This is an optimization exercise on Yosys and OpenROAD, whose aim is small area and a short achievable clock period, not a production implementation.
Only simulation tests tie the RTL to the original design; equivalence was not proved.
Power and IR drop assume default switching activity.

## quartz
// sigmoid9slices
module sigmoid9slices (
    input wire clk,
    input wire rst_n,
    input wire signed [15:0] x0_in,
    input wire signed [15:0] x1_in,
    input wire valid_in,
    output reg signed [15:0] y0_out,
    output reg signed [15:0] y1_out,
    output reg valid_out
);
    reg v1, v2;
    always @(posedge clk or negedge rst_n)
        if (!rst_n) begin v1 <= 1'b0; v2 <= 1'b0; valid_out <= 1'b0; end
        else begin v1 <= valid_in; v2 <= v1; valid_out <= v2; end
    function [4:0] thr(input [14:0] u);
        reg lo155, lo2ab, g1, g2, g3, g4, g5;
        begin
            lo155 = u[9] | (u[8] & u[7]) | (u[8] & u[6] & (u[5] | (u[4] & u[3]) | (u[4] & u[2] & (u[1] | u[0]))));
            lo2ab = u[10] | (u[9] & u[8]) | (u[9] & u[7] & (u[6] | (u[5] & u[4]) | (u[5] & u[3] & (u[2] | (u[1] & u[0])))));
            g2 = u[14] | u[13] | u[12];
            g5 = u[14] | (u[13] & u[12]);
            g1 = g2 | u[11] | (u[10] & lo155);
            g3 = u[14] | u[13] | (u[12] & u[11] & lo2ab);
            g4 = u[14] | (u[13] & (u[12] | u[11] | (u[10] & lo155)));
            thr = {g5, g4, g3, g2, g1};
        end
    endfunction
    function [5:0] dec(input [15:0] x);
        reg [14:0] u;
        reg g1, g2, g3, g4, g5;
        reg [4:0] gp, gn;
        begin
            u = x[14:0];
            gp = thr(u);
            gn = thr(~u);
            {g5, g4, g3, g2, g1} = x[15] ? gn : gp;
            dec = {g5, ~g1, g1 & ~g2, g2 & ~g3, g3 & ~g4, g4 & ~g5};
        end
    endfunction
    reg [12:0] a0, a1;   
    reg [5:0] c0, c1;
    always @(posedge clk) begin
        a0 <= {x0_in[15], x0_in[11:0]}; a1 <= {x1_in[15], x1_in[11:0]};
        c0 <= dec(x0_in); c1 <= dec(x1_in);
    end
    wire [10:0] xr0 = a0[10:0];
    wire [10:0] xn0 = ~a0[10:0];
    wire sat0 = c0[5];
    wire r0_0_0 = (c0[0] & xr0[0]) | (c0[1] & xn0[0]);
    wire r0_0_1 = c0[1];
    wire r0_1_0 = ((c0[0] | c0[2] | c0[3]) & xr0[0]) | (c0[1] & xn0[1]) | (c0[4] & xn0[0]);
    wire r0_1_1 = (c0[0] & xr0[1]) | c0[4];
    wire r0_2_0 = ((c0[0] | c0[2] | c0[3]) & xr0[1]) | (c0[1] & xn0[2]) | (c0[4] & xn0[1]);
    wire r0_2_1 = (c0[0] & xr0[2]);
    wire r0_3_0 = ((c0[0] | c0[2] | c0[3]) & xr0[2]) | (c0[1] & xn0[3]) | (c0[4] & xn0[2]);
  ...
Size: roughly 110 flip-flops, about 7000 µm² of cells after synthesis.
==> flow/config.mk <==
export PLATFORM = sky130hd
export DESIGN_NAME = sigmoid9slices
export DESIGN_NICKNAME = sigmoid9slices
export VERILOG_FILES = /design/flow/design.v
export SDC_FILE = /design/flow/constraint.sdc
export NUM_CORES = 4
export LEC_CHECK = 0
export ABC_AREA = 1
export CAP_MARGIN = 20
export CORE_MARGIN = 2
export CORE_UTILIZATION = 60
export SETUP_SLACK_MARGIN = 5
export SLEW_MARGIN = 20
export TNS_END_PERCENT = 0
==> flow/constraint.sdc <==
create_clock -name core_clock -period 8.0 [get_ports {clk}]
set_input_delay 1.6000 -clock core_clock [delete_from_list [all_inputs] [get_ports {clk}]]
set_output_delay 1.6000 -clock core_clock [all_outputs]
set_load 0.01 [all_outputs]
standard.sh (not shown) runs the stock make flow with config.mk's settings and CLKGATE_MAP_FILE= SYNTH_SCRIPT=/design/flow/synth_recipe.tcl, a recipe that flattens the netlist after the stock synthesis.
==> flow/flow/run.sh <==
#!/bin/bash
# Standard layout, with plain buffers (instead of delay cells) on the ports, and the
# timing repair aimed at a setup slack of 5.5 ns. The make output goes to standard.log,
# each ORFS step's full log to orfs/logs/.
set -e
export BUFFER_PORTS_ARGS="-buffer_cell sky130_fd_sc_hd__buf_2"
bash standard.sh finish SETUP_SLACK_MARGIN=5.5 > standard.log 2>&1
quartz finished every step from synthesis to the final layout, and the layout passed the timing, DRC and antenna checks.
Setup changes, quartz to fjord
Settings: CTS_CLUSTER_SIZE now 60, previously not set; CTS_CLUSTER_DIAMETER now 200, previously not set.
==> flow/flow/run.sh <==
#!/bin/bash
# Standard layout, with plain buffers (instead of delay cells) on the ports, and the
# timing repair aimed at a setup slack of 5.6 ns. The make output goes to standard.log,
# each ORFS step's full log to orfs/logs/.
set -e
export BUFFER_PORTS_ARGS="-buffer_cell sky130_fd_sc_hd__buf_2"
bash standard.sh finish SETUP_SLACK_MARGIN=5.6 > standard.log 2>&1
Notes after the runs:
- Delta (fjord minus quartz): met1 capacity usage during global routing now larger, first-pass GRT wire length higher, design area went up.
Input-level comparison between cedar and fjord:
Settings: CTS_CLUSTER_SIZE no longer set, was 60; CTS_CLUSTER_DIAMETER no longer set, was 200; CORE_UTILIZATION now 50, was 60.
Notes after the runs:
Delta (cedar minus fjord): hold slack grew by 4.2 ps, tightest slew margin relative to the limit went down by 4.1 points. Taking fjord as the reference point, the period utilization of cedar rises by 0.20 points. Lower via density per instance among cedar and fjord: cedar.
Input-level comparison between indigo and cedar:
Settings: a change of CORE_UTILIZATION from 50 to 70.
==> flow/flow/run.sh <==
#!/bin/bash
# Standard layout, with plain buffers (instead of delay cells) on the ports, and the
# timing repair aimed at a setup slack of 5.5 ns. The make output goes to standard.log,
# each ORFS step's full log to orfs/logs/.
set -e
export BUFFER_PORTS_ARGS="-buffer_cell sky130_fd_sc_hd__buf_1"
bash standard.sh finish SETUP_SLACK_MARGIN=5.5 > standard.log 2>&1
### Flow results
Delta(sequential share of layout area, indigo - cedar) > 0. Re pin count of the biggest net entering global routing: no difference whatsoever between indigo and cedar. Re clock power: indigo is about 21% down on cedar. indigo ends up with a clock-pin slew of the registers on the worst-case setup and hold paths that is 30 ps higher than in cedar. Comparing indigo and cedar, the lower layout clock buffer count was measured on cedar.


sigmoid9slices, a different RTL version from the one above (not shown whole).
Size: ~960 cells after synthesis, roughly 110 flip-flops, about 7400 sq um of cells after synthesis.
// sigmoid9slices
module sigmoid9slices (
    input wire clk,
    input wire rst_n,
    input wire signed [15:0] x0_in,
    input wire signed [15:0] x1_in,
    input wire valid_in,
    output reg signed [15:0] y0_out,
    output reg signed [15:0] y1_out,
    output reg valid_out
);
==> flow/config.mk <==
export PLATFORM = sky130hd
export DESIGN_NAME = sigmoid9slices
export DESIGN_NICKNAME = sigmoid9slices
export VERILOG_FILES = /design/flow/design.v
export SDC_FILE = /design/flow/constraint.sdc
export NUM_CORES = 4
export LEC_CHECK = 0
export ABC_AREA = 1
export CAP_MARGIN = 20
export CORE_MARGIN = 2
export CORE_UTILIZATION = 70
export SETUP_SLACK_MARGIN = 5
export SLEW_MARGIN = 20
==> flow/constraint.sdc <==
create_clock -name core_clock -period 8.0 [get_ports {clk}]
set_input_delay 1.6000 -clock core_clock [delete_from_list [all_inputs] [get_ports {clk}]]
set_output_delay 1.6000 -clock core_clock [all_outputs]
set_load 0.01 [all_outputs]
==> flow/flow/run.sh <==
#!/bin/bash
# Standard layout, with plain buffers (instead of delay cells) on the ports, and the
# timing repair aimed at a setup slack of 5.0 ns.
set -e
export BUFFER_PORTS_ARGS="-buffer_cell sky130_fd_sc_hd__buf_2"
bash standard.sh finish SETUP_SLACK_MARGIN=5.0 > standard.log 2>&1
The starting point completed with no timing, DRC or antenna violations.
Rerun with:
==> flow/flow/run.sh (replaced) <==
#!/bin/bash
# Standard layout, with plain buffers (instead of delay cells) on the ports, and the
# timing repair aimed at a setup slack of 5.6 ns.
set -e
export BUFFER_PORTS_ARGS="-buffer_cell sky130_fd_sc_hd__buf_2"
bash standard.sh finish SETUP_SLACK_MARGIN=5.6 > standard.log 2>&1
Outcome:
- flip-flop and latch count is unchanged
- power goes up slightly
- critical path depth shrinks by 11
- area after synthesis stays the same
- worst setup slack is better by 0.36 ns
- non-clock buffer count increases by 33
- count of clock-buffer cells in the layout goes up by 1
- utilization goes up by 5.1 points
- wire length went up by a few percent


RTL: one of the versions met above, not the one the previous note started from.
For scale: roughly 850 cells after synthesis, about 110 flip-flops, roughly 7000 um^2 of cells after synthesis.
Settings: LEC_CHECK=0, ABC_AREA=1, CAP_MARGIN=20, CORE_MARGIN=2, CORE_UTILIZATION=65, SETUP_SLACK_MARGIN=5, SLEW_MARGIN=20, TNS_END_PERCENT=0; clock period 8.0 ns.
==> flow/flow/run.sh <==
#!/bin/bash
# Standard layout, with plain buffers (instead of delay cells) on the ports, and the
# timing repair aimed at a setup slack of 5.6 ns. The make output goes to standard.log,
# each ORFS step's full log to orfs/logs/.
set -e
export BUFFER_PORTS_ARGS="-buffer_cell sky130_fd_sc_hd__buf_2"
bash standard.sh finish SETUP_SLACK_MARGIN=5.6 > standard.log 2>&1
The starting point completed with no timing, DRC or antenna violations.
Rerun with:
CORE_UTILIZATION = 70   (was 65)
TNS_END_PERCENT = unset   (was 0)
Global-route usage went up by 3.0 points; wire length goes up by about 9%; synthesized area is unchanged; clock-buffer cell count is lower by 1; worst setup slack got worse by 21 ps; final cell count climbs by 0.57%; total power goes up by 5.8%; sequential power rose by about 2%; fmax fell by about 0.9%; die area shrinks by 6.9%; core utilization climbs by 7.7 points.
Rerun with:
==> flow/flow/run.sh (replaced) <==
#!/bin/bash
# Standard layout, with plain buffers (instead of delay cells) on the ports, and the
# timing repair aimed at a setup slack of 5.7 ns. The make output goes to standard.log,
# each ORFS step's full log to orfs/logs/.
set -e
export BUFFER_PORTS_ARGS="-buffer_cell sky130_fd_sc_hd__buf_1"
bash standard.sh finish SETUP_SLACK_MARGIN=5.7 > standard.log 2>&1
TNS_END_PERCENT = 0   (was unset)
Result: The changed run went through all stages and came out clean; routed wire length is lower by 5.6%; clock power came out lower by 6.0%; worst hold slack degrades by 18 ps.
Rerun with:
==> flow/flow/run.sh (replaced) <==
#!/bin/bash
# Standard layout, with plain buffers (instead of delay cells) on the ports, and the
# timing repair aimed at a setup slack of 5.6 ns. The make output goes to standard.log,
# each ORFS step's full log to orfs/logs/.
set -e
export BUFFER_PORTS_ARGS="-buffer_cell sky130_fd_sc_hd__buf_2"
bash standard.sh finish SETUP_SLACK_MARGIN=5.6 > standard.log 2>&1
Effect: Worst setup slack gets worse by 29 ps. Flip-flop and latch count is unchanged. Core utilization went down by 0.69 points. Register-to-register slack barely changes. Design area decreases by 0.86%. Power came out higher by 0.81%. Hold slack gains 12 ps. Cell count shrinks by 0.57%. Global-route usage rises by 0.41 points. Critical path depth decreases by 9.

-- re-timing with driven ports --
Ports are ideal in the flow. The routed layouts listed here were re-timed in OpenROAD. Step 1 assumes that a clkbuf_16 drives the clock port and a buf_2 every other input. Step 2 also shifts input and output timing later by t, the mid clock arrival at the registers, as if the neighbouring blocks saw the same clock. Slacks: ideal / step 1 / step 2; pairs: ideal / step 1.
run | shift t [ns] | slack for setup (ns) | slew at the worst register clock pin (ns)
quartz | 0.387 | 5.502 / 5.502 / 5.379 | 0.08 / 0.08
fjord | 0.388 | 5.562 / 5.522 / 5.383 | 0.08 / 0.08
cedar | 0.389 | 5.546 / 5.511 / 5.401 | 0.07 / 0.07
indigo | 0.423 | 5.397 / 5.397 / 5.366 | 0.10 / 0.10
the first run of note 2 | 0.415 | 5.164 / 5.164 / 5.164 | 0.11 / 0.11
the second run of note 2 | 0.410 | 5.523 / 5.490 / 5.325 | 0.11 / 0.11
the first run of note 3 | 0.427 | 5.500 / 5.464 / 5.399 | 0.11 / 0.11
the second run of note 3 | 0.436 | 5.478 / 5.441 / 5.381 | 0.11 / 0.11
the third run of note 3 | 0.416 | 5.517 / 5.494 / 5.344 | 0.10 / 0.10
the fourth run of note 3 | 0.438 | 5.488 / 5.451 / 5.367 | 0.11 / 0.11
After both steps setup and hold are still met in every run listed. The setup slack of the second run of note 2, which loses most, moves by -0.033 ns with the drivers and by -0.198 ns with both steps.
